This is an optimization exercise on Yosys and OpenROAD, whose aim is small area, not a production implementation. The RTL was checked by simulation tests, not by an equivalence proof against the original design. No activity file was given, so power comes from the tool's default toggle rates.

==> design/flow/run.sh <==
#!/bin/bash
# synth_recipe.tcl (not shown) runs the flow's synth.tcl, then flattens the netlist and writes it again
# the make line also repeats each setting of config.mk as NAME=value (left out here)
make -C /OpenROAD-flow-scripts/flow DESIGN_CONFIG=/design/flow/config.mk WORK_HOME=/design/flow/orfs CLKGATE_MAP_FILE= SYNTH_SCRIPT=/design/flow/synth_recipe.tcl finish
==> design/flow/config.mk <==
export PLATFORM = sky130hd
export DESIGN_NAME = moldudp64
export DESIGN_NICKNAME = moldudp64
export VERILOG_FILES = /design/flow/design.v
export SDC_FILE = /design/flow/constraint.sdc
export NUM_CORES = 4
export LEC_CHECK = 0
export ABC_AREA = 1
export CAP_MARGIN = 20
export CORE_MARGIN = 2
export CORE_UTILIZATION = 55
export CTS_BUF_LIST = sky130_fd_sc_hd__clkbuf_2 sky130_fd_sc_hd__clkbuf_4
export SLEW_MARGIN = 20
==> design/flow/constraint.sdc <==
create_clock -name core_clock -period 8.0 [get_ports {clk}]
set_input_delay 1.6000 -clock core_clock [delete_from_list [all_inputs] [get_ports {clk}]]
set_output_delay 1.6000 -clock core_clock [all_outputs]
set_load 0.01 [all_outputs]
==> design/flow/design.v <==
module endian_flip #(
	parameter B = 8 
)(
	input logic  [8*B-1:0] d_i,
	output logic [8*B-1:0] d_o
);
genvar i;
generate
	for( i=0; i < B; i++) begin
		assign d_o[8*i+7:8*i] = d_i[8*(B-i-1)+7:8*(B-i-1)];
	end
endgenerate
endmodule
module pfx_carry #(
	parameter W = 8
)(
	input  [W-1:0] p,
	input  [W-1:0] g,
	input          ci,
	output [W-1:0] co
);
integer i, j;
reg [W-1:0] pp, gg;
always @(*) begin
	pp = p;
	gg = g;
	gg[0] = g[0] | (p[0] & ci);
	for (i = 1; i <= $clog2(W); i = i+1) begin
		for (j = 2**i - 1; j < W; j = j + 2**i) begin
			gg[j] = gg[j] | pp[j] & gg[j - 2**(i-1)];
			pp[j] = pp[j] & pp[j - 2**(i-1)];
		end
	end
	for (i = $clog2(W); i > 0; i = i-1) begin
		for (j = 2**i + 2**(i-1) - 1; j < W; j = j + 2**i) begin
			gg[j] = gg[j] | pp[j] & gg[j - 2**(i-1)];
			pp[j] = pp[j] & pp[j - 2**(i-1)];
		end
	end
end
assign co = gg;
endmodule
module add_bk #(
	parameter W = 8
)(
	input  [W-1:0] a,
	input  [W-1:0] b,
	input          ci,
	output [W-1:0] s,
	output         co
);
wire [W-1:0] p, g, c;
assign p = a ^ b;
assign g = a & b;
pfx_carry #(.W(W)) m_pfx(.p(p), .g(g), .ci(ci), .co(c));
assign s  = p ^ {c[W-2:0], ci};
assign co = c[W-1];
endmodule
module inc_bk #(
	parameter W = 8
)(
	input  [W-1:0] a,
	input          ci,
	output [W-1:0] s,
	output         co
);
wire [W-1:0] c;
pfx_carry #(.W(W)) m_pfx(.p(a), .g({W{1'b0}}), .ci(ci), .co(c));
assign s  = a ^ {c[W-2:0], ci};
assign co = c[W-1];
endmodule
module header(
	input [63:0]    data_i,
	input           h0_v_i,  
	input           h1_v_i,  
	input           h2_v_i,  
	output logic        sid_p0_v_o, 
	output logic [15:0] sid_p0_o,
	output logic        sid_p1_v_o,	 
	output logic [63:0] sid_p1_o,
	output logic        seq_p0_v_o,
	output logic [15:0] seq_p0_o,
	output logic        seq_p1_v_o,
	output logic [47:0] seq_p1_o,
	output logic        msg_cnt_v_o,
	output logic [15:0] msg_cnt_o 
);
assign sid_p0_v_o = h1_v_i;
endian_flip #(.B(2)) m_ef_sid_p0( 
	.d_i(data_i[15:0]),
	.d_o(sid_p0_o)
);
assign sid_p1_v_o = h0_v_i;
endian_flip #(.B(8)) m_ef_sid_p1( 
	.d_i(data_i),
	.d_o(sid_p1_o)
);
assign seq_p0_v_o = h2_v_i;
endian_flip #(.B(2)) m_ef_seq_p0(
	.d_i(data_i[15:0]),
	.d_o(seq_p0_o)
);
assign seq_p1_v_o = h1_v_i;
endian_flip #(.B(6)) m_ef_seq_p1(
	.d_i(data_i[63:16]),
	.d_o(seq_p1_o)
);
assign msg_cnt_v_o = h2_v_i;
endian_flip #(.B(2)) m_ef_msg_cnt(
	.d_i(data_i[31:16]),
	.d_o(msg_cnt_o)
);
endmodule
module countdown #(
	parameter CNT_W = 14,  
	parameter CNT_B = 14'b10011100010000  
)(
	input clk,
	input nreset,
	input        start_v_i,  
	output logic finished_o
);
reg   [CNT_W-1:0] cnt_q;
logic [CNT_W-1:0] cnt_next;
logic             zero;
assign zero     = ~|cnt_q; 
logic [CNT_W-1:0] cnt_dec_n;
inc_bk #(.W(CNT_W)) m_dec(.a(~cnt_q), .ci(1'b1), .s(cnt_dec_n), .co());
assign cnt_next = start_v_i ? CNT_B :
					zero ? '0 : ~cnt_dec_n;
always @(posedge clk)
begin
	if (~nreset ) begin
		cnt_q <= CNT_B;
	end else begin
		cnt_q <= cnt_next;
	end
end
assign finished_o = zero;
endmodule
module miss_msg_det #(
	parameter SEQ_NUM_W = 64,
	parameter SID_W     = 80,
	parameter ML_W      = 16,
	parameter SID_GAP_MAX_IDX = SEQ_NUM_W-1	
)(
	input clk,
	input nreset,
	input                 v_i,
	input [SID_W-1:0]     sid_i,
	input [SEQ_NUM_W-1:0] seq_num_i,
	input [ML_W-1:0]      msg_cnt_i,
	input                 eos_i,  
	output logic                 miss_seq_num_v_o,
	output logic [SID_W-1:0]     miss_seq_num_sid_o,
	output logic [SEQ_NUM_W-1:0] miss_seq_num_start_o,	
	output logic [SEQ_NUM_W-1:0] miss_seq_num_cnt_o,
	output logic                 miss_sid_v_o,
	output logic [SID_W-1:0]     miss_sid_start_o,
	output logic [SEQ_NUM_W-1:0] miss_sid_seq_num_start_o,
	output logic [SID_W-1:0]     miss_sid_cnt_o,
	output logic [SEQ_NUM_W-1:0] miss_sid_seq_num_end_o
);
reg   [SID_W-1:0]     sid_q;
reg   [SEQ_NUM_W-1:0] seq_q;
logic [SID_W-1:0] sid_gap;
logic             sid_ge;
logic             sid_match;
logic             sid_lt;
logic [SID_W-1:0] sid_add;
add_bk #(.W(SID_W)) m_sid_sub(.a(sid_i), .b(~sid_q), .ci(1'b1), .s(sid_gap), .co(sid_ge));
assign sid_match = sid_i == sid_q;
assign sid_lt    = sid_ge & ~sid_match & ~(|sid_gap[SID_W-1:SID_GAP_MAX_IDX]);
inc_bk #(.W(SID_W)) m_sid_inc(.a(sid_q), .ci(1'b1), .s(sid_add), .co());
always @(posedge clk) begin
	if ( ~nreset ) begin
		sid_q <= {SID_W{1'b0}};
	end else if ( v_i & eos_i ) begin
		sid_q <= sid_add;
	end else if ( v_i & sid_lt ) begin
		sid_q <= sid_i;
	end
end
assign miss_sid_v_o     = sid_lt & v_i;
assign miss_sid_start_o = sid_q;
assign miss_sid_cnt_o   = sid_gap;
assign miss_sid_seq_num_start_o = seq_q;
assign miss_sid_seq_num_end_o   = seq_num_i;
logic [SEQ_NUM_W-1:0] seq_gap;
logic                 seq_ge;
logic                 seq_lt;
logic [SEQ_NUM_W-1:0] seq_base;
logic [SEQ_NUM_W-1:0] seq_next;
logic                 seq_lo_co;
add_bk #(.W(SEQ_NUM_W)) m_seq_sub(.a(seq_num_i), .b(~seq_q), .ci(1'b1), .s(seq_gap), .co(seq_ge));
assign seq_lt   = seq_ge & ~(seq_num_i == seq_q);
assign seq_base = seq_lt ? seq_num_i : seq_q;
add_bk #(.W(ML_W)) m_seq_add_lo(.a(seq_base[ML_W-1:0]), .b(msg_cnt_i), .ci(1'b1),
	.s(seq_next[ML_W-1:0]), .co(seq_lo_co));
inc_bk #(.W(SEQ_NUM_W-ML_W)) m_seq_add_hi(.a(seq_base[SEQ_NUM_W-1:ML_W]), .ci(seq_lo_co),
	.s(seq_next[SEQ_NUM_W-1:ML_W]), .co());
always @(posedge clk) begin
	if ( ~nreset ) begin
		seq_q <= '0;
	end else if( v_i ) begin
		seq_q <= eos_i ? '0 : seq_next;
	end
end
assign miss_seq_num_v_o     = seq_lt & v_i & sid_match;
assign miss_seq_num_sid_o   = sid_q;
assign miss_seq_num_start_o = seq_q;
assign miss_seq_num_cnt_o   = seq_gap;
endmodule
module dispatch #(
	parameter AXI_DATA_W = 64,
	parameter AXI_KEEP_W = (AXI_DATA_W/8),
	parameter KEEP_LW    = 3, 
	parameter LEN_W      = 16, 
	parameter OV_DATA_W  = 64-LEN_W, 
	parameter OV_KEEP_W  = (OV_DATA_W/8), 
	parameter OV_KEEP_LW = 3, 
	parameter HEADER_DATA_OFF = 6
)(
	input clk,
	input nreset,
	input                  valid_i,
	input [AXI_DATA_W-1:0] data_i,
	input [AXI_KEEP_W-1:0] keep_i,
	input                  init_v_i,
	input                  last_i,
	output                 msg_end_v_o,
	output                  valid_o,
	output                  start_o,
	output [AXI_DATA_W-1:0] data_o,
	output [KEEP_LW-1:0]    len_o,
	output                  ov_valid_o,
	output [OV_DATA_W-1:0]  ov_data_o,
	output [OV_KEEP_LW-1:0] ov_len_o
);
logic [7:0] b [0:7];
genvar s;
generate
for ( s = 0; s < 8; s++ ) begin : g_b
	assign b[s] = data_i[8*s+7:8*s];
end
endgenerate
logic fsm_invalid_next;
logic fsm_msg_next;
logic fsm_len_align_next;
logic fsm_len_split_next;
reg   fsm_invalid_q;
reg   fsm_msg_q;
reg   fsm_len_align_q;
reg   fsm_len_split_q;
logic [LEN_W-1:0] sel_msg_len_q;
logic [LEN_W-1:0] sel_msg_len_next;
logic [3:0]       l4;
logic             len_hi_zero;
logic             sel_msg_end;
logic             msg_len_split;
logic             msg_len_align;
logic             msg_len_align_end;
logic             msg_len_inner;
logic             pload_overlap_v;
assign l4                = sel_msg_len_q[3:0];
assign len_hi_zero       = ~|sel_msg_len_q[LEN_W-1:4];
assign sel_msg_end       = len_hi_zero & ( ~l4[3] | ~|l4[2:0] ) & ~init_v_i;
assign msg_len_split     = len_hi_zero & ( l4 == 4'd7 );
assign msg_len_align     = len_hi_zero & ( l4 == 4'd8 );
assign msg_len_align_end = l4 == 4'd6;
assign msg_len_inner     = ~l4[3] & ~msg_len_align_end;
assign pload_overlap_v   = valid_i & msg_len_inner & sel_msg_end & ~fsm_len_align_q & ~(msg_len_split|fsm_len_split_q);
logic [7:0] sh1 [0:7];
logic [7:0] sh2 [0:7];
logic [7:0] sh4 [0:7];
generate
for ( s = 0; s < 8; s++ ) begin : g_sh
	assign sh1[s] = ( l4[0] & s < 7 ) ? b[s+1 < 8 ? s+1 : 7] : b[s];
	assign sh2[s] = ( l4[1] & s < 6 ) ? sh1[s+2 < 8 ? s+2 : 7] : sh1[s];
	assign sh4[s] = ( l4[2] & s < 4 ) ? sh2[s+4 < 8 ? s+4 : 7] : sh2[s];
end
endgenerate
logic             init_len_v;
logic [LEN_W-1:0] init_hdr_len;
logic [LEN_W-2:0] init_hdr_len_n;
logic [7:0]       init_len_split_half_q;
logic             c_align_end, c_overlap, c_align, c_split, c_cont;
logic [LEN_W-1:0] len_y;
logic [3:0]       len_k;
logic [3:0]       len_lo;
logic             len_lo_co;
logic [LEN_W-5:0] len_hi_n;
logic [LEN_W-1:0] len_sub;
assign init_len_v = valid_i & ( sel_msg_end | init_v_i | fsm_len_split_q );
inc_bk #(.W(LEN_W-1)) m_hdr_dec(.a(~{b[4], b[5][7:1]}), .ci(1'b1), .s(init_hdr_len_n), .co());
assign init_hdr_len = { ~init_hdr_len_n, b[5][0] };
assign c_align_end = init_len_v & fsm_msg_q & msg_len_align_end;
assign c_overlap   = init_len_v & fsm_msg_q & pload_overlap_v;
assign c_align     = init_len_v & fsm_len_align_q;
assign c_split     = init_len_v & fsm_len_split_q;
assign c_cont      = ~init_len_v & ~sel_msg_end;
assign len_y = {LEN_W{c_align_end}} & { b[6], b[7] }
             | {LEN_W{c_overlap & |l4}} & { sh4[0], sh4[1] }
             | {LEN_W{c_align}} & { b[0], b[1] }
             | {LEN_W{c_split}} & { init_len_split_half_q, b[0] }
             | {LEN_W{c_cont}} & sel_msg_len_q;
assign len_k = {4{c_overlap}} & ( 4'd6 - l4 )
             | {4{c_align}} & 4'd6
             | {4{c_split}} & 4'd7
             | {4{c_cont}} & 4'd8;
add_bk #(.W(4)) m_len_lo(.a(len_y[3:0]), .b(~len_k), .ci(1'b1), .s(len_lo), .co(len_lo_co));
inc_bk #(.W(LEN_W-4)) m_len_hi(.a(~len_y[LEN_W-1:4]), .ci(~len_lo_co), .s(len_hi_n), .co());
assign len_sub = { ~len_hi_n, len_lo };
assign sel_msg_len_next = ( {LEN_W{init_len_v & init_v_i}} & init_hdr_len ) | len_sub;
always @(posedge clk) begin
	if ( ~nreset ) begin
		sel_msg_len_q <= '0;
	end else begin
		sel_msg_len_q <= sel_msg_len_next;
	end
end
always @(posedge clk) begin
	init_len_split_half_q <= b[7];
end
logic [KEEP_LW-1:0] sel_data_len_start;
logic [KEEP_LW-1:0] sel_data_len;
assign sel_data_len_start = {KEEP_LW{fsm_len_split_q}} & 'd7
					      | {KEEP_LW{fsm_len_align_q}} & 'd6
					      | {KEEP_LW{fsm_msg_q}} & AXI_KEEP_W
					      | {KEEP_LW{valid_i & init_v_i}} & 'd2;  
assign sel_data_len = ( fsm_msg_q & sel_msg_end) ? sel_msg_len_q[KEEP_LW-1:0] : sel_data_len_start;
logic init_sel;
logic [7:0] d [0:7];
assign init_sel = valid_i & init_v_i;
assign d[0] = init_sel ? ( fsm_len_split_q ? 8'd0 : b[6] ) :
              fsm_len_split_q ? b[1] : fsm_len_align_q ? b[2] : b[0];
assign d[1] = init_sel ? ( fsm_len_split_q ? 8'd0 : b[7] ) :
              fsm_len_split_q ? b[2] : fsm_len_align_q ? b[3] : b[1];
generate
for ( s = 2; s < 6; s++ ) begin : g_d
	assign d[s] = {8{~init_sel}} & ( fsm_len_split_q ? b[s+1] : fsm_len_align_q ? b[s+2] : b[s] );
end
endgenerate
assign d[6] = {8{~init_sel}} & ( fsm_len_split_q ? b[7] : b[6] );
assign d[7] = {8{~init_sel}} & b[7];
logic sel_valid;
logic ov_valid;
assign sel_valid = ( ~fsm_invalid_q | init_v_i ) & valid_i; 
assign ov_valid = ~fsm_invalid_q & pload_overlap_v & valid_i & ~last_i;
logic sel_data_start;
reg   msg_len_align_end_q;
logic msg_len_align_end_next;
assign msg_len_align_end_next = msg_len_align_end & sel_msg_end & fsm_msg_q;
always @(posedge clk) begin
	msg_len_align_end_q	 <= msg_len_align_end_next;
end
assign sel_data_start = (fsm_len_split_q | fsm_len_align_q | msg_len_align_end_q | init_v_i) & ~last_i;
assign valid_o    = sel_valid;
assign ov_valid_o = ov_valid;
assign start_o    = sel_data_start;
assign data_o     = { d[7], d[6], d[5], d[4], d[3], d[2], d[1], d[0] };
assign ov_data_o  = { sh4[7], sh4[6], sh4[5], sh4[4], sh4[3], sh4[2] };
assign len_o      = sel_data_len;
assign ov_len_o   = 3'd6 - l4[2:0];
assign msg_end_v_o = ( sel_msg_end & ~(fsm_len_split_q|fsm_len_align_q) ) & valid_i;
assign fsm_invalid_next = fsm_invalid_q & ~(valid_i& init_v_i) 
						| valid_i & last_i;
assign fsm_msg_next = (( valid_i & init_v_i )  
				    | fsm_len_align_q 
					| fsm_len_split_q
					| fsm_msg_q & ~( fsm_len_split_next | fsm_len_align_next | last_i)
					) & ~( valid_i & last_i );
assign fsm_len_align_next = fsm_msg_q & sel_msg_end & msg_len_align; 
assign fsm_len_split_next = fsm_msg_q & sel_msg_end & msg_len_split; 
always @(posedge clk) begin
	if ( ~nreset ) begin
		fsm_invalid_q   <= 1'b1;
		fsm_msg_q       <= 1'b0;
		fsm_len_align_q <= 1'b0;
		fsm_len_split_q <= 1'b0;
	end else begin
		fsm_invalid_q   <= fsm_invalid_next;
		fsm_msg_q       <= fsm_msg_next;
		fsm_len_align_q <= fsm_len_align_next;
		fsm_len_split_q <= fsm_len_split_next;
	end
end
endmodule
module moldudp64 #(
	parameter AXI_DATA_W  = 64,
	parameter AXI_KEEP_W  = 8,
	parameter SID_W       = 80,
	parameter SEQ_NUM_W   = 64,
	parameter ML_W        = 16,  
	parameter EOS_MSG_CNT = {ML_W{1'b1}}, 
	parameter OV_DATA_W  = 64-ML_W, 
	parameter OV_KEEP_W  = (OV_DATA_W/8), 
	parameter OV_KEEP_LW = 3  
)(
	input clk,
	input nreset,
	input                  udp_axis_tvalid_i,
	input [AXI_KEEP_W-1:0] udp_axis_tkeep_i,
	input [AXI_DATA_W-1:0] udp_axis_tdata_i,
	input                  udp_axis_tlast_i,
	input                  udp_axis_tuser_i,
	output                 udp_axis_tready_o,
	output logic                 miss_seq_num_v_o,
	output logic [SID_W-1:0]     miss_seq_num_sid_o,
	output logic [SEQ_NUM_W-1:0] miss_seq_num_start_o,	
	output logic [SEQ_NUM_W-1:0] miss_seq_num_cnt_o,
	output logic                 miss_sid_v_o,
	output logic [SID_W-1:0]     miss_sid_start_o,
	output logic [SEQ_NUM_W-1:0] miss_sid_seq_num_start_o,
	output logic [SID_W-1:0]     miss_sid_cnt_o,
	output logic [SEQ_NUM_W-1:0] miss_sid_seq_num_end_o,	
	output logic            flatlined_v_o,
	output [SID_W-1:0]      mold_msg_sid_o,
	output [SEQ_NUM_W-1:0]  mold_msg_seq_num_o,
	output                   mold_msg_v_o,
	output                   mold_msg_start_o,  
	output [AXI_KEEP_LW-1:0] mold_msg_len_o,
	output [AXI_DATA_W-1:0]  mold_msg_data_o, 
	output                   mold_msg_ov_v_o,
	output [OV_KEEP_LW-1:0]  mold_msg_ov_len_o,
	output [OV_DATA_W-1:0]   mold_msg_ov_data_o
);
localparam AXI_MSG_L   = $clog2( AXI_DATA_W / 8 );
localparam AXI_KEEP_LW = $clog2( AXI_KEEP_W ) + 1;
localparam DFF_DATA_W  = AXI_DATA_W - 8;  
localparam DFF_DATA_LW = $clog2( DFF_DATA_W );  
localparam DATA_DIF_W  = AXI_DATA_W - DFF_DATA_W;  
reg   [SID_W-1:0]     sid_q;
logic [SID_W-1:0]     sid_next;
reg   [SEQ_NUM_W-1:0] seq;
reg   [SEQ_NUM_W-1:0] seq_q;
logic [SEQ_NUM_W-1:0] seq_next;
logic [SEQ_NUM_W-1:0] seq_add;
logic                 seq_add_overflow;
logic                 seq_msb_en;
logic                 seq_lsb_en;
logic                 seq_en;
logic        init_sid_p0_v; 
logic [15:0] init_sid_p0;
logic        init_sid_p1_v;
logic [63:0] init_sid_p1;
logic        init_seq_num_p0_v;
logic [15:0] init_seq_num_p0;
logic        init_seq_num_p1_v;
logic [47:0] init_seq_num_p1;
logic            msg_end_v;
logic            pkt_end_v;
reg   [ML_W-1:0] msg_cnt_q;
logic [ML_W-1:0] msg_cnt_next;
logic            msg_cnt_dec_v;
logic [ML_W-1:0] msg_cnt_dec;
logic            init_msg_cnt_v;
logic [ML_W-1:0] init_msg_cnt;
logic            init_eos; 
logic            cnt_en;
logic            cnt_end;
logic            cnt_end_next;
reg   fsm_invalid_q;
logic fsm_invalid_next;
logic h0_v;
reg   fsm_h1_q;
reg   fsm_h2_q;
logic fsm_h1_next;
logic fsm_h2_next;
reg   fsm_msg_q;
logic fsm_msg_next;
header m_header(
	.data_i(udp_axis_tdata_i),
	.h0_v_i(h0_v),
	.h1_v_i(fsm_h1_q),
	.h2_v_i(fsm_h2_q),
	.sid_p0_v_o(init_sid_p0_v), 
	.sid_p0_o  (init_sid_p0),
	.sid_p1_v_o(init_sid_p1_v),
	.sid_p1_o  (init_sid_p1),
	.seq_p0_v_o(init_seq_num_p0_v),
	.seq_p0_o  (init_seq_num_p0),
	.seq_p1_v_o(init_seq_num_p1_v),
	.seq_p1_o  (init_seq_num_p1),
	.msg_cnt_v_o(init_msg_cnt_v),
	.msg_cnt_o  (init_msg_cnt)
);
always @(posedge clk) begin
	if( init_sid_p0_v )
		sid_q[15:0] <= init_sid_p0;
	if( init_sid_p1_v ) 
		sid_q[79:16] <= init_sid_p1;
end
inc_bk #(.W(SEQ_NUM_W)) m_seq_inc(.a(seq_q), .ci(1'b1), .s(seq_add), .co(seq_add_overflow));
assign seq_next[15:0]  = init_seq_num_p0_v ? init_seq_num_p0 : seq_add[15:0];
assign seq_next[63:16] = init_seq_num_p1_v ? init_seq_num_p1 : seq_add[63:16];
assign seq = { seq_q[63:16] , init_seq_num_p0_v? init_seq_num_p0 : seq_q[15:0] }; 
assign seq_en     = msg_end_v;
assign seq_msb_en = seq_en | init_seq_num_p1_v;
assign seq_lsb_en = seq_en | init_seq_num_p0_v;
always @(posedge clk) begin
	if( seq_lsb_en )
		seq_q[15:0] <= seq_next[15:0];
	if( seq_msb_en ) 
		seq_q[63:16] <= seq_next[63:16];
end
logic [ML_W-1:0] msg_cnt_dec_n;
inc_bk #(.W(ML_W)) m_msg_cnt_dec(.a(~msg_cnt_q), .ci(1'b1), .s(msg_cnt_dec_n), .co());
assign msg_cnt_dec   = ~msg_cnt_dec_n;
assign msg_cnt_dec_v = msg_end_v & ~cnt_end;
assign msg_cnt_next = init_msg_cnt_v ? init_msg_cnt :
					  msg_cnt_dec_v  ? msg_cnt_dec : msg_cnt_q;
assign cnt_end_next = ~|msg_cnt_next;
assign cnt_end = ~|msg_cnt_q;
assign cnt_en = init_msg_cnt_v | msg_end_v;
always @(posedge clk) begin
	if ( ~nreset ) begin
		msg_cnt_q <= '0;
	end else if ( cnt_en ) begin
		msg_cnt_q <= msg_cnt_next;	
	end
end
assign init_eos = init_msg_cnt == EOS_MSG_CNT;
miss_msg_det #(
	.SEQ_NUM_W(SEQ_NUM_W),
	.SID_W(SID_W),
	.ML_W(ML_W)
) m_miss_det(
	.clk(clk),
	.nreset(nreset),
	.v_i      (fsm_h2_q                      ),
	.sid_i    (sid_q                         ),
	.seq_num_i({seq_q[63:16], init_seq_num_p0}),
	.msg_cnt_i(init_msg_cnt                  ),
	.eos_i    (init_eos                      ),  
	.miss_seq_num_v_o    (miss_seq_num_v_o    ),
	.miss_seq_num_sid_o  (miss_seq_num_sid_o  ),
	.miss_seq_num_start_o(miss_seq_num_start_o),	
	.miss_seq_num_cnt_o  (miss_seq_num_cnt_o  ),
	.miss_sid_v_o            (miss_sid_v_o            ),
	.miss_sid_start_o        (miss_sid_start_o        ),
	.miss_sid_seq_num_start_o(miss_sid_seq_num_start_o),
	.miss_sid_cnt_o          (miss_sid_cnt_o          ),
	.miss_sid_seq_num_end_o  (miss_sid_seq_num_end_o  )
);
	countdown #() m_cntdwn(
		.clk(clk),
		.nreset(nreset),
		.start_v_i (h0_v     ),
		.finished_o(flatlined_v_o)
	);
dispatch #(
	.AXI_DATA_W(AXI_DATA_W),
	.AXI_KEEP_W(AXI_KEEP_W),
	.KEEP_LW(AXI_KEEP_LW),
	.LEN_W(ML_W),
	.OV_DATA_W(OV_DATA_W), 
	.OV_KEEP_W(OV_KEEP_W),
	.OV_KEEP_LW(OV_KEEP_LW),
	.HEADER_DATA_OFF(6)
) m_mold_data_dispatch(
	.clk(clk),
	.nreset(nreset),
	.valid_i(udp_axis_tvalid_i),
	.data_i(udp_axis_tdata_i),
	.keep_i(udp_axis_tkeep_i),
	.init_v_i(fsm_h2_q),
	.last_i(udp_axis_tlast_i),
	.msg_end_v_o(msg_end_v),
	.valid_o(mold_msg_v_o),
	.start_o(mold_msg_start_o),
	.data_o(mold_msg_data_o),
	.len_o(mold_msg_len_o),
	.ov_valid_o(mold_msg_ov_v_o),
	.ov_data_o (mold_msg_ov_data_o),
	.ov_len_o  (mold_msg_ov_len_o)
);
logic tlast_q;
always @(posedge clk) begin
	if ( ~nreset ) begin
		tlast_q <= 1'b0;
	end else begin
		tlast_q <= udp_axis_tlast_i;
	end
end
assign fsm_invalid_next = udp_axis_tvalid_i
						& ( udp_axis_tlast_i | ( cnt_end & ~(h0_v | fsm_h1_q | fsm_h2_q) ))
						| ( fsm_invalid_q & ~udp_axis_tvalid_i);
assign h0_v            = udp_axis_tvalid_i & ( fsm_invalid_q | tlast_q ) ;
assign fsm_h1_next  = h0_v;
assign fsm_h2_next  = fsm_h1_q & udp_axis_tvalid_i;
assign fsm_msg_next = fsm_h2_q 
                    | fsm_msg_q & ~(cnt_end | udp_axis_tlast_i); 
always @(posedge clk) begin
	if ( ~nreset ) begin
		fsm_invalid_q <= 1'b1;
		fsm_h1_q      <= 1'b0;
		fsm_h2_q      <= 1'b0;
		fsm_msg_q     <= 1'b0;
	end else begin
		fsm_invalid_q <=fsm_invalid_next;
		fsm_h1_q      <=fsm_h1_next;
		fsm_h2_q      <=fsm_h2_next;
		fsm_msg_q     <=fsm_msg_next;
	end
end
assign udp_axis_tready_o  = 1'b1;  
assign mold_msg_sid_o     = sid_q;
assign mold_msg_seq_num_o = seq;
endmodule
==> results of run 1 <==
==> placed cells by master (no fill, tap or decap), types with 10 or more instances in the layout <==
cell	Yosys	final
xor2_1	30	30
clkbuf_4	0	145
or2_2	14	14
nor4_1	20	18
fa_1	82	82
a21o_1	24	24
buf_4	267	65
o21a_1	16	16
nor2_2	10	10
nand4_1	29	29
a21oi_1	274	274
nand3_1	141	141
a211oi_1	23	23
nand2_2	12	13
dfxtp_1	207	202
o22ai_1	23	23
o21ai_0	403	403
a31oi_1	17	17
clkinv_1	3	35
clkdlybuf4s50_1	0	831
edfxtp_1	144	144
ha_1	292	292
nand2_1	871	870
o21ai_1	10	10
o211ai_1	28	28
xnor2_1	129	129
diode_2	0	17
nor3_1	30	30
nor2_1	357	355
inv_1	570	568
==> metal layers <==
| metal | wire length (um) | global-route usage, % | vias to the layer above |
|---|---|---|---|
| li1 | - | - | 14900 |
| met1 | 47700 | 51.7 | 14800 |
| met2 | 57900 | 67.5 | 2014 |
| met3 | 16500 | 13.9 | 485 |
| met4 | 9700 | 28.1 | 4 |
| met5 | 25 | 0 | - |
==> where the power goes <==
part | leakage [uW] | switching (uW) | internal, uW | total, uW
clock network | 0.000768 | 895 | 873 | 1770
registers | 0.00305 | 211 | 2070 | 2280
logic | 0.0132 | 1820 | 1420 | 3230
total | 0.0171 | 2920 | 4360 | 7290
==> final timing paths <==
path / startpoint / endpoint / slack (ns) / cells past startpoint
max: m_miss_det.sid_q[0] / miss_sid_v_o / 0.27 / 24
min: m_cntdwn.cnt_q[0] / m_cntdwn.cnt_q[0] / 0.44 / 1
max reg2reg: seq_q[29] / m_miss_det.seq_q[63] / 1.09 / 40
min reg2reg: m_cntdwn.cnt_q[0] / m_cntdwn.cnt_q[0] / 0.44 / 1
==> logic make-up after synthesis <==
kind of cell	synth area share (%)
AND/OR/NAND/NOR	20.3
other	0.0121
AO/OA/AOI/OAI	15.3
buffers and inverters	15.7
flip-flops	27.3
XOR/XNOR	4.48
adder cells (fa/ha/maj)	17.0
==> critical path, stage by stage (launching register included) <==
cell             delay, ns
dfxtp_1               0.37
ha_1                  0.24
fa_1                  0.41
nand3b_1              0.17
nand2_1               0.09
inv_1                 0.07
o211ai_1              0.19
buf_4                 0.17
nand2_1               0.06
nand2_1               0.20
nand2_1               0.09
nand2_1               0.23
inv_1                 0.15
o21bai_1              0.31
a21o_1                0.24
nand2_1               0.07
nand2_1               0.09
a21oi_1               0.09
fa_1                  0.38
xnor2_1               0.22
nor4_1                0.26
o2111a_1              0.28
nand2_1               0.15
inv_1                 0.14
clkdlybuf4s50_1       0.55
==> flip-flops by register name (all words and copies together), names as in the netlist, 8 cells and up, named ones only <==
| register | flops |
|---|---|
| m_miss_det.sid_q | 80 |
| sid_q | 80 |
| m_miss_det.seq_q | 64 |
| seq_q | 64 |
| m_mold_data_dispatch.sel_msg_len_q | 16 |
| msg_cnt_q | 16 |
| m_cntdwn.cnt_q | 14 |
| m_mold_data_dispatch.init_len_split_half_q | 8 |
==> Yosys cell counts (all sizes together), types with 3 or more instances <==
library cell	count
clkbuf	142
xnor2	129
a21o	24
nor3	36
o22a	4
fa	82
a211oi	23
edfxtp	144
o21a	16
nor2	372
xor2	30
buf	296
ha	292
o221ai	5
or2	15
clkinv	3
o21ai	415
o211ai	28
inv	576
a31oi	17
dfxtp	207
o21bai	9
a21oi	275
nor4	20
a221oi	4
o22ai	23
o221a	3
nand2	887
nand3	142
nand4	32
a31o	8
==> metrics by stage <==
stage	setup WS (ns)	utilization [%]	hold slack [ns]
3_3_place_gp	0.146	68.0	0.403
3_5_place_dp	-0.0534	68.0	0.431
6_report	0.269	70.5	0.440
5_1_grt	-0.0297	70.5	0.457
2_1_floorplan	1.24	-	0.393
4_1_cts	0.188	70.4	0.440
==> timing repair <==
action | 4_1_cts | 5_1_grt
hold buffers | 0 | 0
buffers inserted | 0 | 2
gates resized for setup | 0 | 1
endpoints found under the setup margin | 0 | 1
==> final cells by class <==
type                       instances  share of cell area, %
clock buffer                     145                   2.75
clock inverter                    45                  0.564
tap                              756                   2.39
multi-input combinational       2906                   44.9
inverter                         579                   5.51
timing repair buffer             897                   22.3
sequential                       351                   21.5
antenna                           17                  0.108
==> notes.md, run 1 <==
Peak Freq=129 MHz; Cells after Synth=4274; Final Wtd Congestion=1.05; die area=58400 um2; CTS Buffer Depth=3; Worst Path Arrival=6.13 ns; outcome=finished clean; Hold Path Class=flop to flop; H-tree levels=3; Die X=242 um; crit path capture type=output port; largest net degree at the start of global routing=109; Multi-input gate area=17800 um2; CP required=6.40 ns; Mapped Nets=4725; sequential area share after synthesis=27.3%; setup TNS=0 ns; LEAKAGE=0.0171 uW; DR DRC count=0; post-route cell area=39500 um2; area of the mapped netlist=31100 um2; Final nets=5286; number of DRC markers in iteration 0=3982; final non-filler cell total=5696; area grow syn2layout=27.2%; Cell variety after synth=60; Post-DP Area=38100 um2; worst clock skew=0.0573 ns; IO buf count=832; slew at the pin closest to its max-slew limit=1.05 ns; initial antenna violation count=11; row count=87; Filler Cell Count=4848; ys flop type=dfxtp_1; Startpoint Class=flop; FFs w/ async S/R, synth=0%; via count=32200; CTS tree=built; EDFF count, synth=144; final hold violations=0; Synth Warn #=18; placed insts=5487; total CTS buffers=100; global-route wire length before repair=191000 um; Synth Area per Inst=7.27 um2; Avg WL per Cell=23.1 um; Yosys top cell area share=13.9%; layout cells sized above 1=6.38%; clock latency (worst-skew pair)=0.93 ns; Sequential Area=8480 um2; worst relative slew slack=29.8%; Final Setup Violations=0; Detail Route Antenna Nets=0; Die H=242 um; num ports=843; CP Class=flop to output port; Pre-antenna DRT Iters=10; Tot Pwr=7290 uW; final slew viol count=0; vias in the first global route=29700; crit-path max FO=6; #FFs+latches synth=351; pwr/cell area=184 nW/um2; WL final=132000 um; via/cell ratio=5.65; maximum vdd drop=0.132 mV; Core Box Area=56100 um2; cell taking the most area after synthesis=edfxtp_1; top cells by area, synth=edfxtp_1 (14%), dfxtp_1 (13%), ha_1 (12%), nand2_1 (11%), inv_1 (6.9%); clock slew at reported path FFs=0.07 ns; GRT Residual Overflow=0; starting density of the core=55.4%; max-cap violations=0; final period utilization=96.6%; gr usage total=43.4%; clock sink count=351; placed wire-length estimate=101000 um; Root Driver=clkbuf_4; minimum period implied by the final worst setup slack=7.73 ns
==> run 2, diff against run 1 <==
--- a/design/flow/design.v
+++ b/design/flow/design.v
@@ -47,9 +47,11 @@
 	input  [W-1:0] b,
 	input          ci,
 	output [W-1:0] s,
-	output         co
+	output         co,
+	output         eq
 );
 wire [W-1:0] p, g, c;
+assign eq = &p;
 assign p = a ^ b;
 assign g = a & b;
 pfx_carry #(.W(W)) m_pfx(.p(p), .g(g), .ci(ci), .co(c));
@@ -69,6 +71,77 @@
 assign s  = a ^ {c[W-2:0], ci};
 assign co = c[W-1];
 endmodule
+module inc_blk #(
+	parameter W = 8,
+	parameter K = 8
+)(
+	input  [W-1:0] a,
+	input          ci,
+	output [W-1:0] s,
+	output         co
+);
+localparam NB = (W+K-1)/K;
+wire [NB:0] bc;
+wire [W:0]  c;
+assign bc[0] = ci;
+genvar i, j;
+generate
+for (i = 0; i < NB; i = i+1) begin : g_blk
+	localparam LO = i*K;
+	localparam HI = (i*K+K > W) ? W : i*K+K;
+	assign c[LO] = bc[i];
+	for (j = LO+1; j < HI; j = j+1) begin : g_bt
+		assign c[j] = c[j-1] & a[j-1];
+	end
+	assign bc[i+1] = bc[i] & (&a[HI-1:LO]);
+end
+endgenerate
+assign s  = a ^ c[W-1:0];
+assign co = bc[NB];
+endmodule
+module add_ci #(
+	parameter W = 8,
+	parameter K = 8
+)(
+	input  [W-1:0] a,
+	input  [W-1:0] b,
+	input          ci,
+	output [W-1:0] s,
+	output         co,
+	output         eq,   
+	output [(W+K-1)/K-1:0] bco  
+);
+localparam NB = (W+K-1)/K;
+wire [W-1:0]  s0;
+wire [W:0]    t;
+wire [NB-1:0] bg, bp, bc;
+genvar i, j;
+generate
+for (i = 0; i < NB; i = i+1) begin : g_blk
+	localparam LO = i*K;
+	localparam HI = (i*K+K > W) ? W : i*K+K;
+	wire [HI-LO:0] cc;
+	assign cc[0] = 1'b0;
+	for (j = LO; j < HI; j = j+1) begin : g_bt
+		assign s0[j]      = a[j] ^ b[j] ^ cc[j-LO];
+		assign cc[j-LO+1] = a[j] & b[j] | cc[j-LO] & (a[j] ^ b[j]);
+	end
+	assign bg[i] = cc[HI-LO];
+	assign bp[i] = &s0[HI-1:LO];
+	assign t[LO] = (i == 0) ? ci : bc[i-1];
+	for (j = LO; j < HI; j = j+1) begin : g_inc
+		assign s[j]   = s0[j] ^ t[j];
+		if (j+1 < HI) begin : g_t
+			assign t[j+1] = s0[j] & t[j];
+		end
+	end
+end
+endgenerate
+pfx_carry #(.W(NB)) m_pfx(.p(bp), .g(bg), .ci(ci), .co(bc));
+assign co  = bc[NB-1];
+assign eq  = &bp;
+assign bco = bc;
+endmodule
 module header(
 	input [63:0]    data_i,
 	input           h0_v_i,  
@@ -125,7 +198,7 @@
 logic             zero;
 assign zero     = ~|cnt_q; 
 logic [CNT_W-1:0] cnt_dec_n;
-inc_bk #(.W(CNT_W)) m_dec(.a(~cnt_q), .ci(1'b1), .s(cnt_dec_n), .co());
+inc_blk #(.W(CNT_W),.K(7)) m_dec(.a(~cnt_q), .ci(1'b1), .s(cnt_dec_n), .co());
 assign cnt_next = start_v_i ? CNT_B :
 					zero ? '0 : ~cnt_dec_n;
 always @(posedge clk)
@@ -163,15 +236,25 @@
 );
 reg   [SID_W-1:0]     sid_q;
 reg   [SEQ_NUM_W-1:0] seq_q;
-logic [SID_W-1:0] sid_gap;
-logic             sid_ge;
-logic             sid_match;
-logic             sid_lt;
-logic [SID_W-1:0] sid_add;
-add_bk #(.W(SID_W)) m_sid_sub(.a(sid_i), .b(~sid_q), .ci(1'b1), .s(sid_gap), .co(sid_ge));
-assign sid_match = sid_i == sid_q;
-assign sid_lt    = sid_ge & ~sid_match & ~(|sid_gap[SID_W-1:SID_GAP_MAX_IDX]);
-inc_bk #(.W(SID_W)) m_sid_inc(.a(sid_q), .ci(1'b1), .s(sid_add), .co());
+localparam SID_K  = 7;
+localparam SID_NB = (SID_W+SID_K-1)/SID_K;
+logic [SID_W-1:0]  sid_gap;
+logic              sid_ge;
+logic              sid_match;
+logic              sid_lt;
+logic [SID_W-1:0]  sid_add;
+logic [SID_NB-1:0] sid_bco;
+add_ci #(.W(SID_W), .K(SID_K)) m_sid_sub(.a(sid_i), .b(~sid_q), .ci(1'b1), .s(sid_gap), .co(sid_ge),
+	.eq(sid_match), .bco(sid_bco));
+localparam HZ_W = SID_W - SID_GAP_MAX_IDX;
+logic [HZ_W-1:0] hz_x, hz_y, hz_c;
+logic            sid_hi_zero;
+assign hz_x = sid_i[SID_W-1:SID_GAP_MAX_IDX];
+assign hz_y = ~sid_q[SID_W-1:SID_GAP_MAX_IDX];
+assign hz_c = { hz_x[HZ_W-2:0] | hz_y[HZ_W-2:0], sid_bco[SID_GAP_MAX_IDX/SID_K-1] };
+assign sid_hi_zero = &( ~( hz_x ^ hz_y ^ hz_c ) );
+assign sid_lt    = sid_ge & ~sid_match & sid_hi_zero;
+inc_blk #(.W(SID_W)) m_sid_inc(.a(sid_q), .ci(1'b1), .s(sid_add), .co());
 always @(posedge clk) begin
 	if ( ~nreset ) begin
 		sid_q <= {SID_W{1'b0}};
@@ -192,11 +275,12 @@
 logic [SEQ_NUM_W-1:0] seq_base;
 logic [SEQ_NUM_W-1:0] seq_next;
 logic                 seq_lo_co;
-add_bk #(.W(SEQ_NUM_W)) m_seq_sub(.a(seq_num_i), .b(~seq_q), .ci(1'b1), .s(seq_gap), .co(seq_ge));
-assign seq_lt   = seq_ge & ~(seq_num_i == seq_q);
+logic                 seq_eq;
+add_bk #(.W(SEQ_NUM_W)) m_seq_sub(.a(seq_num_i), .b(~seq_q), .ci(1'b1), .s(seq_gap), .co(seq_ge), .eq(seq_eq));
+assign seq_lt   = seq_ge & ~seq_eq;
 assign seq_base = seq_lt ? seq_num_i : seq_q;
 add_bk #(.W(ML_W)) m_seq_add_lo(.a(seq_base[ML_W-1:0]), .b(msg_cnt_i), .ci(1'b1),
-	.s(seq_next[ML_W-1:0]), .co(seq_lo_co));
+	.s(seq_next[ML_W-1:0]), .co(seq_lo_co), .eq());
 inc_bk #(.W(SEQ_NUM_W-ML_W)) m_seq_add_hi(.a(seq_base[SEQ_NUM_W-1:ML_W]), .ci(seq_lo_co),
 	.s(seq_next[SEQ_NUM_W-1:ML_W]), .co());
 always @(posedge clk) begin
@@ -270,14 +354,24 @@
 assign msg_len_align_end = l4 == 4'd6;
 assign msg_len_inner     = ~l4[3] & ~msg_len_align_end;
 assign pload_overlap_v   = valid_i & msg_len_inner & sel_msg_end & ~fsm_len_align_q & ~(msg_len_split|fsm_len_split_q);
-logic [7:0] sh1 [0:7];
-logic [7:0] sh2 [0:7];
 logic [7:0] sh4 [0:7];
+logic [6:0] l4_dec;
+genvar m;
 generate
+for ( m = 0; m < 7; m++ ) begin : g_dec
+	assign l4_dec[m] = l4[2:0] == m;
+end
 for ( s = 0; s < 8; s++ ) begin : g_sh
-	assign sh1[s] = ( l4[0] & s < 7 ) ? b[s+1 < 8 ? s+1 : 7] : b[s];
-	assign sh2[s] = ( l4[1] & s < 6 ) ? sh1[s+2 < 8 ? s+2 : 7] : sh1[s];
-	assign sh4[s] = ( l4[2] & s < 4 ) ? sh2[s+4 < 8 ? s+4 : 7] : sh2[s];
+	logic [7:0] sh_or [0:7];
+	assign sh_or[0] = {8{l4_dec[0]}} & b[s];
+	for ( m = 1; m < 8; m++ ) begin : g_m
+		if ( s + m < 8 && m < 7 && ( s < 2 || s + m < 8 ) ) begin : g_t
+			assign sh_or[m] = sh_or[m-1] | {8{l4_dec[m]}} & b[s+m];
+		end else begin : g_n
+			assign sh_or[m] = sh_or[m-1];
+		end
+	end
+	assign sh4[s] = sh_or[7];
 end
 endgenerate
 logic             init_len_v;
@@ -294,21 +388,20 @@
 assign init_len_v = valid_i & ( sel_msg_end | init_v_i | fsm_len_split_q );
 inc_bk #(.W(LEN_W-1)) m_hdr_dec(.a(~{b[4], b[5][7:1]}), .ci(1'b1), .s(init_hdr_len_n), .co());
 assign init_hdr_len = { ~init_hdr_len_n, b[5][0] };
+logic c_field;
 assign c_align_end = init_len_v & fsm_msg_q & msg_len_align_end;
 assign c_overlap   = init_len_v & fsm_msg_q & pload_overlap_v;
 assign c_align     = init_len_v & fsm_len_align_q;
 assign c_split     = init_len_v & fsm_len_split_q;
 assign c_cont      = ~init_len_v & ~sel_msg_end;
-assign len_y = {LEN_W{c_align_end}} & { b[6], b[7] }
-             | {LEN_W{c_overlap & |l4}} & { sh4[0], sh4[1] }
-             | {LEN_W{c_align}} & { b[0], b[1] }
+assign c_field     = c_align_end | c_overlap & |l4 | c_align;
+assign len_y = {LEN_W{c_field}} & { sh4[0], sh4[1] }
              | {LEN_W{c_split}} & { init_len_split_half_q, b[0] }
              | {LEN_W{c_cont}} & sel_msg_len_q;
-assign len_k = {4{c_overlap}} & ( 4'd6 - l4 )
-             | {4{c_align}} & 4'd6
+assign len_k = {4{c_align_end | c_overlap | c_align}} & ( 4'd6 - l4 )
              | {4{c_split}} & 4'd7
              | {4{c_cont}} & 4'd8;
-add_bk #(.W(4)) m_len_lo(.a(len_y[3:0]), .b(~len_k), .ci(1'b1), .s(len_lo), .co(len_lo_co));
+add_bk #(.W(4)) m_len_lo(.a(len_y[3:0]), .b(~len_k), .ci(1'b1), .s(len_lo), .co(len_lo_co), .eq());
 inc_bk #(.W(LEN_W-4)) m_len_hi(.a(~len_y[LEN_W-1:4]), .ci(~len_lo_co), .s(len_hi_n), .co());
 assign len_sub = { ~len_hi_n, len_lo };
 assign sel_msg_len_next = ( {LEN_W{init_len_v & init_v_i}} & init_hdr_len ) | len_sub;
@@ -332,16 +425,19 @@
 logic init_sel;
 logic [7:0] d [0:7];
 assign init_sel = valid_i & init_v_i;
-assign d[0] = init_sel ? ( fsm_len_split_q ? 8'd0 : b[6] ) :
-              fsm_len_split_q ? b[1] : fsm_len_align_q ? b[2] : b[0];
-assign d[1] = init_sel ? ( fsm_len_split_q ? 8'd0 : b[7] ) :
-              fsm_len_split_q ? b[2] : fsm_len_align_q ? b[3] : b[1];
+logic d_hdr, d_split, d_align, d_msg;
+assign d_hdr   = init_sel & ~fsm_len_split_q;
+assign d_split = ~init_sel & fsm_len_split_q;
+assign d_align = ~init_sel & ~fsm_len_split_q & fsm_len_align_q;
+assign d_msg   = ~init_sel & ~fsm_len_split_q & ~fsm_len_align_q;
+assign d[0] = {8{d_hdr}} & b[6] | {8{d_split}} & b[1] | {8{d_align}} & b[2] | {8{d_msg}} & b[0];
+assign d[1] = {8{d_hdr}} & b[7] | {8{d_split}} & b[2] | {8{d_align}} & b[3] | {8{d_msg}} & b[1];
 generate
 for ( s = 2; s < 6; s++ ) begin : g_d
-	assign d[s] = {8{~init_sel}} & ( fsm_len_split_q ? b[s+1] : fsm_len_align_q ? b[s+2] : b[s] );
+	assign d[s] = {8{d_split}} & b[s+1] | {8{d_align}} & b[s+2] | {8{d_msg}} & b[s];
 end
 endgenerate
-assign d[6] = {8{~init_sel}} & ( fsm_len_split_q ? b[7] : b[6] );
+assign d[6] = {8{d_split}} & b[7] | {8{d_msg}} & b[6];
 assign d[7] = {8{~init_sel}} & b[7];
 logic sel_valid;
 logic ov_valid;
@@ -491,7 +587,7 @@
 	if( init_sid_p1_v ) 
 		sid_q[79:16] <= init_sid_p1;
 end
-inc_bk #(.W(SEQ_NUM_W)) m_seq_inc(.a(seq_q), .ci(1'b1), .s(seq_add), .co(seq_add_overflow));
+inc_blk #(.W(SEQ_NUM_W)) m_seq_inc(.a(seq_q), .ci(1'b1), .s(seq_add), .co(seq_add_overflow));
 assign seq_next[15:0]  = init_seq_num_p0_v ? init_seq_num_p0 : seq_add[15:0];
 assign seq_next[63:16] = init_seq_num_p1_v ? init_seq_num_p1 : seq_add[63:16];
 assign seq = { seq_q[63:16] , init_seq_num_p0_v? init_seq_num_p0 : seq_q[15:0] }; 
@@ -505,7 +601,7 @@
 		seq_q[63:16] <= seq_next[63:16];
 end
 logic [ML_W-1:0] msg_cnt_dec_n;
-inc_bk #(.W(ML_W)) m_msg_cnt_dec(.a(~msg_cnt_q), .ci(1'b1), .s(msg_cnt_dec_n), .co());
+inc_blk #(.W(ML_W)) m_msg_cnt_dec(.a(~msg_cnt_q), .ci(1'b1), .s(msg_cnt_dec_n), .co());
 assign msg_cnt_dec   = ~msg_cnt_dec_n;
 assign msg_cnt_dec_v = msg_end_v & ~cnt_end;
 assign msg_cnt_next = init_msg_cnt_v ? init_msg_cnt :
==> design/flow/flow/run.sh (new file) <==
#!/bin/bash
set -euo pipefail
export BUFFER_PORTS_ARGS="-buffer_cell sky130_fd_sc_hd__buf_1"
bash standard.sh > standard.log 2>&1
==> design/flow/standard.sh (new file) <==
#!/bin/bash
# synth_recipe.tcl (not shown) runs the flow's synth.tcl, then flattens the netlist and writes it again
# the make line also repeats each setting of config.mk as NAME=value (left out here)
make -C /OpenROAD-flow-scripts/flow DESIGN_CONFIG=/design/flow/config.mk WORK_HOME=/design/flow/orfs CLKGATE_MAP_FILE= SYNTH_SCRIPT=/design/flow/synth_recipe.tcl "${@:-finish}"
--- a/design/flow/config.mk
+++ b/design/flow/config.mk
@@ -8,6 +8,8 @@
 export ABC_AREA = 1
 export CAP_MARGIN = 20
 export CORE_MARGIN = 2
-export CORE_UTILIZATION = 55
-export CTS_BUF_LIST = sky130_fd_sc_hd__clkbuf_2 sky130_fd_sc_hd__clkbuf_4
+export CORE_UTILIZATION = 40
+export CTS_BUF_LIST = sky130_fd_sc_hd__clkbuf_8
+export CTS_CLUSTER_DIAMETER = 60
+export CTS_CLUSTER_SIZE = 16
 export SLEW_MARGIN = 20
removed: design/flow/run.sh
==> run 2 against run 1 <==
  * Still clean
  * Setup slack got worse by 0.17 ns
  * Synthesized cell count shrank 11%
  * Die area rose by 33%
  * Global-route usage decreased by 11 points
  * Critical endpoint is now miss_sid_cnt_o[76]
  * Largest cell class unchanged
==> notes.md, run 2 <==
outcome=finished clean; final period utilization=98.7%; total CTS buffers=41; gr usage total=32.8%; #FFs+latches synth=351; maximum vdd drop=0.0994 mV; Final Wtd Congestion=0.967; minimum period implied by the final worst setup slack=7.90 ns; num ports=843; met1 Usage GRT=42.7%; Largest regs=m_miss_det.sid_q: 80 flops, sid_q: 80 flops; critical path capture point=miss_sid_cnt_o[76]; Avg WL per Cell=24.7 um; Synth top cells by count=nand2_1 (745), inv_1 (438), ha_1 (383); via count=29600; Peak Freq=127 MHz; worst relative slew slack=19.5%; Worst Path Arrival=6.30 ns; Post-DP Area=32600 um2; Synth Area per Inst=7.95 um2; Tot Pwr=6430 uW; Startpoint Class=flop; via/cell ratio=5.52; CP required=6.40 ns; clock slew at reported path FFs=0.10 ns; Finished Core Util=45.4%; Cells after Synth=3796; Pre-antenna DRT Iters=8; Final nets=4935; ys flop type=dfxtp_1; WL final=133000 um; GRT Residual Overflow=0; final hold violations=0; area of the mapped netlist=30200 um2; max-cap violations=0; R2R Setup Slk=0.81 ns; area grow syn2layout=12.3%; GR met2 Demand/Resource=51.9%; CTS tree=built; Detail Route Antenna Nets=0; Yosys top cell area share=15.9%; placed wire-length estimate=102000 um; largest net degree at the start of global routing=91; crit path capture type=output port; Most Crowded Layer GR=met2; most common cell in the netlist=nand2_1; row count=100; DR DRC count=0; slew at the pin closest to its max-slew limit=1.20 ns; layout cells sized above 1=7.07%; Hold Path Class=flop to flop; worst slack at placement=0.263 ns; Die X=279 um; starting density of the core=40.4%; LEAKAGE=0.0143 uW; most frequent cells in the layout=buf_1 (830), nand2_1 (735), inv_1 (438); EDFF count, synth=144; final slew viol count=0; reg-to-reg startpoint=m_miss_det.sid_q[7]; vias in the first global route=26800; Synth Warn #=22; Root Driver=clkbuf_8; Setup crit start=sid_q[56]; cell taking the most area after synthesis=ha_1; clock latency (worst-skew pair)=0.68 ns; clock sink count=351; H-tree levels=2; commonest non-fill, non-tap cell in the layout=buf_1; initial antenna violation count=5; global-route wire length before repair=187000 um; worst clock skew=0.0612 ns; Core Box Area=74600 um2; sequential area share after synthesis=28.1%; R2R cell count=34; pwr/cell area=190 nW/um2; die area=77600 um2; Final Setup Violations=0; IO buf count=832; Die H=279 um; crit-path max FO=3; met3 Use GR=6.57%; setup ws final=0.101 ns; post-route cell area=33900 um2; FFs w/ async S/R, synth=0%; Cell variety after synth=54; CP Class=flop to output port; CTS Buffer Depth=3; Mapped Nets=4366; r2r endpoint=m_miss_det.sid_q[18]; top cells by area, synth=ha_1 (16%), edfxtp_1 (14%), dfxtp_1 (14%), nand2_1 (9.3%), fa_1 (7.3%); number of DRC markers in iteration 0=3053; setup TNS=0 ns
==> run 2: what timing repair did <==
item / CTS / global route
buffers inserted: 18 / 2
hold buffers: 0 / 0
pin swaps: 8 / 13
gates resized for setup: 17 / 25
endpoints found under the setup margin: 8 / 12
==> run 2: cells by family (layout without fill, tap and decap cells) <==
logic type / count (synthesis) / after routing / synth area share (%)
XOR/XNOR: 79 / 79 / 2.29
other: 1 / 5 / 0.0124
AO/OA/AOI/OAI: 686 / 686 / 13.6
flip-flops: 351 / 351 / 28.1
AND/OR/NAND/NOR: 1317 / 1317 / 18.6
adder cells (fa/ha/maj): 493 / 493 / 23.2
buffers and inverters: 869 / 1471 / 14.3
==> run 2: where the power goes <==
group          internal (uW)  total (uW)  leakage, uW  switching [uW]
Sequential              2070        2300      0.00305             233
Clock                    631        1500     0.000480             871
Combinational            944        2630       0.0108            1680
==> run 2: area by class of cell <==
cell class              instances  area, um2
inverters                     461       1730
clock inverters                32        342
well taps                     969       1210
flip-flops and latches        351       8480
repair buffers                934       3920
diodes                          4       10.0
clock buffers                  44        606
fillers                      7616      40700
multi-input cells            2576      17600
==> run 2: how the worst min path moves through the flow <==
stage	cells past startpoint	startpoint	slack [ns]	endpoint
6_report	1	m_cntdwn.cnt_q[0]	0.41	m_cntdwn.cnt_q[0]
5_1_grt	1	m_cntdwn.cnt_q[0]	0.42	m_cntdwn.cnt_q[0]
4_1_cts	1	m_cntdwn.cnt_q[0]	0.41	m_cntdwn.cnt_q[0]
3_5_place_dp	1	m_cntdwn.cnt_q[0]	0.40	m_cntdwn.cnt_q[0]
3_3_place_gp	1	m_cntdwn.cnt_q[0]	0.40	m_cntdwn.cnt_q[0]
2_1_floorplan	1	m_cntdwn.cnt_q[0]	0.39	m_cntdwn.cnt_q[0]
==> run 2: metrics by stage <==
stage | hold WS (ns) | cells
after detailed placement | 0.401 | 5270
after CTS | 0.414 | 5364
after global routing | 0.420 | 5370
after global placement | 0.403 | 5270
final | 0.413 | 5371
after floorplan | 0.393 | 3796
==> run 2: routing by layer <==
| layer | up-vias | wire length, um |
|---|---|---|
| met3 | 353 | 11700 |
| li1 | 13600 | - |
| met5 | - | 0 |
| met1 | 14000 | 54300 |
| met2 | 1626 | 59400 |
| met4 | 0 | 7400 |
==> run 2: critical path, stage by stage (launching register included) <==
cell	delay (ns)
edfxtp_1	0.56
ha_1	0.27
fa_1	0.39
fa_1	0.39
fa_1	0.39
fa_1	0.39
fa_1	0.36
inv_1	0.08
fa_1	0.44
or3_1	0.49
or2_2	0.35
o21ai_4	0.21
ha_2	0.20
ha_1	0.14
ha_1	0.14
ha_1	0.14
ha_1	0.15
ha_2	0.20
xnor2_2	0.15
buf_2	0.18
==> run 3, diff against run 2 <==
--- a/design/flow/config.mk
+++ b/design/flow/config.mk
@@ -9,7 +9,5 @@
 export CAP_MARGIN = 20
 export CORE_MARGIN = 2
 export CORE_UTILIZATION = 40
-export CTS_BUF_LIST = sky130_fd_sc_hd__clkbuf_8
-export CTS_CLUSTER_DIAMETER = 60
-export CTS_CLUSTER_SIZE = 16
+export CTS_BUF_LIST = sky130_fd_sc_hd__clkbuf_4 sky130_fd_sc_hd__clkbuf_8
 export SLEW_MARGIN = 20
==> run 3 against run 2 <==
  * First-iteration DRC count grew 4.3%
  * Highest routed layer unchanged
  * Sequential cell count is the same
  * Clock power grew 36%
  * Still clean on timing, DRC and antenna
  * Global-route usage grew 0.14 points
  * Die area is the same
  * Largest power group unchanged
==> notes.md, run 3 <==
ys flop type=dfxtp_1; cells along the critical path=ha_1 -> fa_1 -> fa_1 -> fa_1 -> fa_1 -> fa_1 -> inv_1 -> fa_1 -> or3_1 -> or2_2 -> o21ai_4 -> ha_2 -> ha_1 -> ha_1 -> ha_1 -> ha_1 -> ha_2 -> xnor2_2 -> buf_2; FFs w/ async S/R, synth=0%; global-route wire length before repair=187000 um; Final Wtd Congestion=0.967; crit path capture type=output port; Synth Warn #=22; Multi-input gate area=17600 um2; Largest regs=m_miss_det.sid_q: 80 flops, sid_q: 80 flops; slowest stage delay, CP=0.54 ns; H-tree levels=3; num ports=843; Tot Pwr=6970 uW; area of the mapped netlist=30200 um2; Worst Path Arrival=6.27 ns; final hold violations=0; Synth top cells by count=nand2_1 (745), inv_1 (438), ha_1 (383); final period utilization=98.3%; commonest non-fill, non-tap cell in the layout=buf_1; worst relative slew slack=23.9%; vias in the first global route=27000; via count=29700; R2R Setup Slk=1.26 ns; clock sink count=351; number of DRC markers in iteration 0=3183; Peak Freq=127 MHz; Die X=279 um; initial antenna violation count=8; Hold-fix buffers, CTS=0; layout cells sized above 1=7.99%; starting density of the core=40.4%; row count=100; DR DRC count=0; Hold Path Class=flop to flop; Detail Route Antenna Nets=0; Synth Area per Inst=7.95 um2; r2r endpoint=m_miss_det.sid_q[9]; Post-DP Area=32600 um2; setup TNS=0 ns; via/cell ratio=5.49; Filler Cell Count=7611; Root Driver=clkbuf_8; Startpoint Class=flop; maximum vdd drop=0.100 mV; R2R cell count=34; final slew viol count=0; total CTS buffers=72; WL final=133000 um; CP most frequent cell=fa_1; Die H=279 um; sequential area share after synthesis=28.1%; EDFF count, synth=144; Cell variety after synth=54; gr usage total=32.9%; die area=77600 um2; most common cell in the netlist=nand2_1; CTS tree=built; Avg WL per Cell=24.5 um; worst clock skew=0.0569 ns; Yosys top cell area share=15.9%; Final Setup Violations=0; Setup crit start=sid_q[56]; final non-filler cell total=5416; area grow syn2layout=13.9%; CTS Buffer Depth=3; Hold Slack=0.408 ns; slew at the pin closest to its max-slew limit=1.14 ns; reg-to-reg startpoint=m_miss_det.sid_q[7]; CP Class=flop to output port; largest net degree at the start of global routing=91; outcome=finished clean; max-cap violations=0; placed wire-length estimate=102000 um; minimum period implied by the final worst setup slack=7.87 ns; crit-path max FO=3; Mapped Nets=4366; #FFs+latches synth=351; GRT Residual Overflow=0; cell taking the most area after synthesis=ha_1; clock latency (worst-skew pair)=0.69 ns; CP required=6.40 ns; Sequential Area=8480 um2; Final nets=4956; top cells by area, synth=ha_1 (16%), edfxtp_1 (14%), dfxtp_1 (14%), nand2_1 (9.3%), fa_1 (7.3%); placed insts=5270; LEAKAGE=0.0146 uW; Core Box Area=74600 um2; Worst path slowest cell=edfxtp_1; post-route cell area=34400 um2; Pre-antenna DRT Iters=7; clock slew at reported path FFs=0.06 ns; worst hold path cell count=1; IO buf count=832; pwr/cell area=203 nW/um2; critical path capture point=miss_sid_cnt_o[76]; most frequent cells in the layout=buf_1 (830), nand2_1 (735), inv_1 (434); Cells after Synth=3796
==> run 3: area by class of cell <==
class,instances,share of cell area [%]
multi-input cells,2576,51.1
well taps,969,3.53
clock buffers,110,3.93
diodes,5,0.0364
flip-flops and latches,351,24.7
repair buffers,924,11.2
clock inverters,20,0.492
inverters,461,5.05
==> run 3: what timing repair did <==
action,in CTS,in global routing
setup buffers,5,5
gates resized for setup,12,29
pin swaps,4,16
setup endpoints to repair,8,12
==> run 3: cells by family after synthesis <==
logic type,count (synthesis),share of synthesized area (%)
simple gates,1317,18.6
buf+inv,869,14.3
flops,351,28.1
compound gates,686,13.6
other cells,1,0.0124
xor+xnor,79,2.29
fa+ha+maj,493,23.2
==> run 3: metrics by stage <==
step                      utilization (%)  setup slack, ns
final                                46.1            0.132
after global routing                 46.1          -0.0404
after CTS                            45.8         0.000620
after detailed placement             43.7            0.263
after global placement               43.7            0.346
after floorplan                         -            0.988
==> run 3: metal layers <==
layer / vias to the layer above / wire [um] / GRT usage (%)
met1: 14000 / 53400 / 42.3
li1: 13700 / - / -
met4: 0 / 7360 / 16.2
met5: - / 0 / 0
met3: 347 / 12600 / 7.44
met2: 1692 / 59600 / 52.1
==> run 3: worst max-delay path, delay by kind of cell, from the launching register on <==
| family | cells | cell delay [ns] |
|---|---|---|
| xor gates and xnor gates | 1 | 0.15 |
| adders and majority gates | 13 | 3.59 |
| and+or+nand+nor | 2 | 0.84 |
| buffers and inverters | 2 | 0.26 |
| AOI/OAI and AO/OA | 1 | 0.21 |
| DFF | 1 | 0.54 |
==> run 3: worst min-delay path by stage <==
stage	startpoint	to	slack (ns)
3_5_place_dp	m_cntdwn.cnt_q[0]	m_cntdwn.cnt_q[0]	0.40
6_report	m_cntdwn.cnt_q[0]	m_cntdwn.cnt_q[0]	0.41
5_1_grt	m_cntdwn.cnt_q[0]	m_cntdwn.cnt_q[0]	0.41
3_3_place_gp	m_cntdwn.cnt_q[0]	m_cntdwn.cnt_q[0]	0.40
2_1_floorplan	m_cntdwn.cnt_q[0]	m_cntdwn.cnt_q[0]	0.39
4_1_cts	m_cntdwn.cnt_q[0]	m_cntdwn.cnt_q[0]	0.41
==> run 3: power breakdown <==
| group | switching, uW | internal, uW | leakage [uW] |
|---|---|---|---|
| Sequential | 233 | 2070 | 0.00305 |
| Clock | 889 | 1150 | 0.000812 |
| Combinational | 1680 | 943 | 0.0107 |

==> separate check: timing with driven ports <==
In the flow no input, the clock included, has a driving cell. The finished layouts below were timed again as built, in two steps. Step 1, drivers: a clkbuf_16 drives clk and a buf_2 each remaining input, both assumed. Step 2, shift: input delay + t, output delay - t, t = (earliest + latest rising clock arrival at the registers) / 2. This alone moves slack from input paths to output paths. Three values: ideal ports, drivers, drivers and shift; two values: the first two.
run | shift t [ns] | setup WS [ns] | worst data-port slew with drivers (ns)
run 1 | 0.968 | 0.269 / 0.203 / -0.181 | 0.17
run 2 | 0.719 | 0.101 / 0.028 / 0.327 | 0.12
run 3 | 0.729 | 0.132 / 0.062 / 0.291 | 0.11
Met with ideal ports but missed after step 2: setup timing in run 1. For run 1, which loses most, drivers alone change the setup slack by -0.066 ns; drivers and shift together by -0.450 ns.
